From an optimization exercise on the open Yosys and OpenROAD flow, aimed at small area; shortcuts taken in it are not production practice.
The RTL was checked by simulation tests, not by an equivalence proof against the original design.
The flow treats the clock pin as an ideal source, which a real chip does not have.
No activity file was given, so power comes from the tool's default toggle rates.

== oak ==
Design axi_stream_insert_header, start of the top module:
module axi_stream_insert_header#(
    parameter DATA_WD = 32,
    parameter DATA_BYTE_WD = DATA_WD / 8,
    parameter BYTE_CNT_WD = $clog2(DATA_BYTE_WD)
    )(
    input 						clk,
    input 						rst_n,
    input 						valid_in,
    input [DATA_WD-1 : 0]		data_in,
    input [DATA_BYTE_WD-1 : 0]	keep_in,
    input 						last_in,
    output 						ready_in,
    output 						valid_out,
    output [DATA_WD-1 : 0] 		data_out,
    output [DATA_BYTE_WD-1 : 0] keep_out,
    output 						last_out,
    input 						ready_out,
    input 						valid_insert,
    input [DATA_WD-1 : 0] 		header_insert,
    input [DATA_BYTE_WD-1 : 0] 	keep_insert,
    input [BYTE_CNT_WD : 0] 	byte_insert_cnt,
    output 						ready_insert
);
clock: 4.0 ns
lec_check: 0
cap_margin: 20
core_margin: 2
core_utilization: 40
slew_margin: 20
standard.sh (not shown) runs the stock make flow with config.mk's settings and CLKGATE_MAP_FILE= SYNTH_SCRIPT=/design/flow/synth_recipe.tcl, a recipe that flattens the netlist after the stock synthesis.
==> flow/flow/run.sh <==
#!/bin/bash
# Layout flow: the standard ORFS flow (standard.sh), with
#  - the standard synthesis script, its ABC mapping step given an area-oriented script,
#  - port buffers of the smallest buffer cell (buf_1),
#  - CTS with small clock buffers and no dummy loads; afterwards (POST_CTS_TCL)
#    clock buffers whose sinks see a high estimated slew are upsized.
set -euo pipefail
W=$(pwd)
cat > "$W/synth_area.tcl" <<EOT
proc abc {args} {
  set i [lsearch \$args -script]
  lset args [expr {\$i + 1}] $W/flow/abc_area.script
  yosys abc {*}\$args
}
EOT
cat "$W/synth_recipe.tcl" >> "$W/synth_area.tcl"
bash "$W/standard.sh" \
  "SYNTH_SCRIPT=$W/synth_area.tcl" \
  "BUFFER_PORTS_ARGS=-buffer_cell sky130_fd_sc_hd__buf_1" \
  "CTS_ARGS=-sink_clustering_enable -repair_clock_nets -dont_use_dummy_load -buf_list {sky130_fd_sc_hd__clkbuf_4}" \
  "POST_CTS_TCL=$W/flow/upsize_clk.tcl" \
  finish > "$W/standard_make.log" 2>&1
==> flow/flow/abc_area.script <==
strash
&get -n
&st
&nf -R 1000 -p -a
&put
topo
==> flow/flow/upsize_clk.tcl <==
# After CTS: clock buffers whose clock pins see a high estimated slew are
# swapped for the next larger clock buffer, then placement is legalised again.
proc uck_run { th } {
  set block [ord::get_db_block]
  for {set pass 0} {$pass < 3} {incr pass} {
    estimate_parasitics -placement
    set changed 0
    foreach inst [$block getInsts] {
      set m [[$inst getMaster] getName]
      if {![string match sky130_fd_sc_hd__clkbuf_* $m]} { continue }
      set out [$inst findITerm X]
      set net [$out getNet]
      if {$net == "NULL"} { continue }
      set mx 0
      foreach it [$net getITerms] {
        if {[$it isOutputSignal]} { continue }
        set p [get_pins [$it getName]]
        set s [get_property $p slew_max]
        if {$s > $mx} { set mx $s }
      }
      if {$mx > $th} {
        set next ""
        switch $m {
          sky130_fd_sc_hd__clkbuf_2 { set next sky130_fd_sc_hd__clkbuf_4 }
          sky130_fd_sc_hd__clkbuf_4 { set next sky130_fd_sc_hd__clkbuf_8 }
          sky130_fd_sc_hd__clkbuf_8 { set next sky130_fd_sc_hd__clkbuf_16 }
        }
        if {$next ne ""} {
          puts "UCK: [$inst getName] $m -> $next (slew [format %.4f $mx])"
          replace_cell [$inst getName] $next
          incr changed
        }
      }
    }
    if {$changed == 0} { break }
  }
}
uck_run 0.105
detailed_placement
Input changes introduced in pine (baseline for comparison: oak):
Settings: SLEW_MARGIN changed from 20 to 0; GPL_TIMING_DRIVEN newly set to 0; CAP_MARGIN changed from 20 to 0.
## What came out
- From oak to pine the numbers moved as follows: final worst-path cycle share grew by 11 points, data required time of the worst path grew by 1.02 ns, maximum clock frequency shrank by 14%, core utilization held steady.
- Vias: pine more than oak
Relative to pine, the following input files were edited for birch:
Settings: SLEW_MARGIN: 0 -> 20; CAP_MARGIN: 0 -> 20.
diff --git a/flow/flow/run.sh b/flow/flow/run.sh
--- a/flow/flow/run.sh
+++ b/flow/flow/run.sh
@@ -4,4 +4,3 @@
 #  - port buffers of the smallest buffer cell (buf_1),
-#  - CTS with small clock buffers and no dummy loads; afterwards (POST_CTS_TCL)
-#    clock buffers whose sinks see a high estimated slew are upsized.
+#  - CTS with small clock buffers and no dummy loads.
 set -euo pipefail
@@ -19,4 +18,3 @@
   "BUFFER_PORTS_ARGS=-buffer_cell sky130_fd_sc_hd__buf_1" \
-  "CTS_ARGS=-sink_clustering_enable -repair_clock_nets -dont_use_dummy_load -buf_list {sky130_fd_sc_hd__clkbuf_4}" \
-  "POST_CTS_TCL=$W/flow/upsize_clk.tcl" \
+  "CTS_ARGS=-sink_clustering_enable -repair_clock_nets -dont_use_dummy_load -buf_list {sky130_fd_sc_hd__clkbuf_4 sky130_fd_sc_hd__clkbuf_8}" \
   finish > "$W/standard_make.log" 2>&1
removed: flow/flow/upsize_clk.tcl
--- outcome ---
Relative to pine, the worst-case vdd ir drop measured on birch has decreased by a few percent.
Compared with pine, birch shows a lower met1 demand-to-capacity share in global routing.
birch | stages: all done | timing, DRC, antenna: all pass
In terms of final design instance area without fill, pine and birch differ only marginally.
Measured against each other, birch and pine differ in non-clock buffer count, the higher figure coming from pine.
Relative to pine, filler cell count has gone up in birch.
birch: clock group share of total power is 1.7 points higher than what pine reported.
The synthesis-to-layout area growth was comparable across birch and pine.
birch ended up with a higher final-layout worst hold slack than pine did.
As far as overall routed net length is concerned, birch and pine perform about the same.
Utilization after layout delta (pine -> birch): insignificant

* * *

Setup of lane 1:
Another version of the RTL of axi_stream_insert_header (not shown whole).
Size in the first run: ~150 flip-flops, about 5700 µm² of cells after synthesis.
==> flow/config.mk <==
export PLATFORM = sky130hd
export DESIGN_NAME = axi_stream_insert_header
export DESIGN_NICKNAME = axi_stream_insert_header
export VERILOG_FILES = /design/flow/design.v
export SDC_FILE = /design/flow/constraint.sdc
export NUM_CORES = 4
export LEC_CHECK = 0
export CAP_MARGIN = 20
export CORE_MARGIN = 2
export CORE_UTILIZATION = 40
export GPL_TIMING_DRIVEN = 0
export SLEW_MARGIN = 20
==> flow/constraint.sdc <==
create_clock -name core_clock -period 4.0 [get_ports {clk}]
set_input_delay 0.8000 -clock core_clock [delete_from_list [all_inputs] [get_ports {clk}]]
set_output_delay 0.8000 -clock core_clock [all_outputs]
set_load 0.01 [all_outputs]
==> flow/flow/run.sh <==
#!/bin/bash
# Layout flow: the standard ORFS flow (standard.sh), with
#  - the standard synthesis script, its ABC mapping step given an area-oriented script,
#  - port buffers of the smallest buffer cell (buf_1),
#  - CTS with small clock buffers and no dummy loads; afterwards (POST_CTS_TCL)
#    clock buffers whose sinks see a high estimated slew are upsized,
#  - power recovery (downsizing of non-critical cells) after global routing.
set -euo pipefail
W=$(pwd)
cat > "$W/synth_area.tcl" <<EOT
proc abc {args} {
  set i [lsearch \$args -script]
  lset args [expr {\$i + 1}] $W/flow/abc_area.script
  yosys abc {*}\$args
}
EOT
cat "$W/synth_recipe.tcl" >> "$W/synth_area.tcl"
bash "$W/standard.sh" \
  "SYNTH_SCRIPT=$W/synth_area.tcl" \
  "BUFFER_PORTS_ARGS=-buffer_cell sky130_fd_sc_hd__buf_1" \
  "CTS_ARGS=-sink_clustering_enable -repair_clock_nets -dont_use_dummy_load -buf_list {sky130_fd_sc_hd__clkbuf_4}" \
  "POST_CTS_TCL=$W/flow/upsize_clk.tcl" \
  "RECOVER_POWER=100" \
  finish > "$W/standard_make.log" 2>&1
==> flow/flow/upsize_clk.tcl <==
# After CTS: clock buffers whose clock pins see a high estimated slew are
# swapped for the next larger clock buffer, then placement is legalised again.
proc uck_run { th } {
  set block [ord::get_db_block]
  for {set pass 0} {$pass < 3} {incr pass} {
    estimate_parasitics -placement
    set changed 0
    foreach inst [$block getInsts] {
      set m [[$inst getMaster] getName]
      if {![string match sky130_fd_sc_hd__clkbuf_* $m]} { continue }
      set out [$inst findITerm X]
      set net [$out getNet]
      if {$net == "NULL"} { continue }
      set mx 0
      foreach it [$net getITerms] {
        if {[$it isOutputSignal]} { continue }
        set p [get_pins [$it getName]]
        set s [get_property $p slew_max]
        if {$s > $mx} { set mx $s }
      }
      if {$mx > $th} {
        set next ""
        switch $m {
          sky130_fd_sc_hd__clkbuf_2 { set next sky130_fd_sc_hd__clkbuf_4 }
          sky130_fd_sc_hd__clkbuf_4 { set next sky130_fd_sc_hd__clkbuf_8 }
          sky130_fd_sc_hd__clkbuf_8 { set next sky130_fd_sc_hd__clkbuf_16 }
        }
        if {$next ne ""} {
          puts "UCK: [$inst getName] $m -> $next (slew [format %.4f $mx])"
          replace_cell [$inst getName] $next
          incr changed
        }
      }
    }
    if {$changed == 0} { break }
  }
}
uck_run 0.115
detailed_placement
Scripts as last shown in full above: flow/flow/abc_area.script
Lane 1: complete, dirty (capacitance limit, slew limit)
Edits applied to the flow inputs when going from lane 1 to lane 2:
diff --git a/flow/flow/run.sh b/flow/flow/run.sh
--- a/flow/flow/run.sh
+++ b/flow/flow/run.sh
@@ -5,4 +5,3 @@
 #  - CTS with small clock buffers and no dummy loads; afterwards (POST_CTS_TCL)
-#    clock buffers whose sinks see a high estimated slew are upsized,
-#  - power recovery (downsizing of non-critical cells) after global routing.
+#    clock buffers whose sinks see a high estimated slew are upsized.
 set -euo pipefail
@@ -22,3 +21,2 @@
   "POST_CTS_TCL=$W/flow/upsize_clk.tcl" \
-  "RECOVER_POWER=100" \
   finish > "$W/standard_make.log" 2>&1
==> notes.md <==
Looking at the reports, lane 2 completed the entire flow and the layout it produced met the timing, DRC and antenna checks. Against lane 1, lane 2 reports a final routed wire length divided by cell count that is lower. In the flow results for lane 2 and lane 1, the fraction of the cycle the final worst path needs is larger on lane 1. Going from lane 1 to lane 2, the worst-case register-to-register setup slack was found to have gone up by 330 ps. Per the comparison of lane 2 with lane 1, sequential cell count flat, leakage power figure ~0 delta. Between lane 1 and lane 2, area growth from synthesis to layout increased. Area of the multi-input gates: lane 2 > lane 1. Compared with lane 1, lane 2 shows a higher detailed router's first-iteration violation count. Changes observed in lane 2 relative to lane 1: post-layout total power shows no meaningful change, fmax shows an increase of about 18%.

-- port drivers added, routing unchanged --
The results above use ideal ports. As a check the final layouts listed here were re-extracted and re-timed, cells and wires unchanged. Step 1, drivers: a clkbuf_16 drives clk and a buf_2 each remaining input, both assumed. Step 2 adds t to the input delays and takes it off the output delays; t is the mean of the earliest and latest rising clock arrival at the registers after step 1. Input paths then give back, and output paths get back, about the clock's delay inside the block. a / b / c = ideal ports / drivers / drivers and shift; a / b = the first two.
| run | shift t [ns] | setup WS [ns] | worst setup path at the end | worst slew at a driven data input, ns | pins driven straight from the clock port |
|---|---|---|---|---|---|
| oak | 0.404 | 1.287 / 1.255 / 1.029 | input to register | 0.05 | 1 |
| pine | 0.402 | 0.831 / 0.853 / 0.451 | input to register | 0.05 | 1 |
| birch | 0.478 | 1.003 / 1.020 / 0.542 | input to register | 0.06 | 1 |
| lane 1 | 0.397 | 0.605 / 0.574 / 0.496 | input to register | 0.05 | 1 |
| lane 2 | 0.397 | 1.129 / 1.099 / 0.838 | input to register | 0.05 | 1 |
The setup slack of birch, which loses most, moves by +0.017 ns with the drivers and by -0.461 ns with both steps.
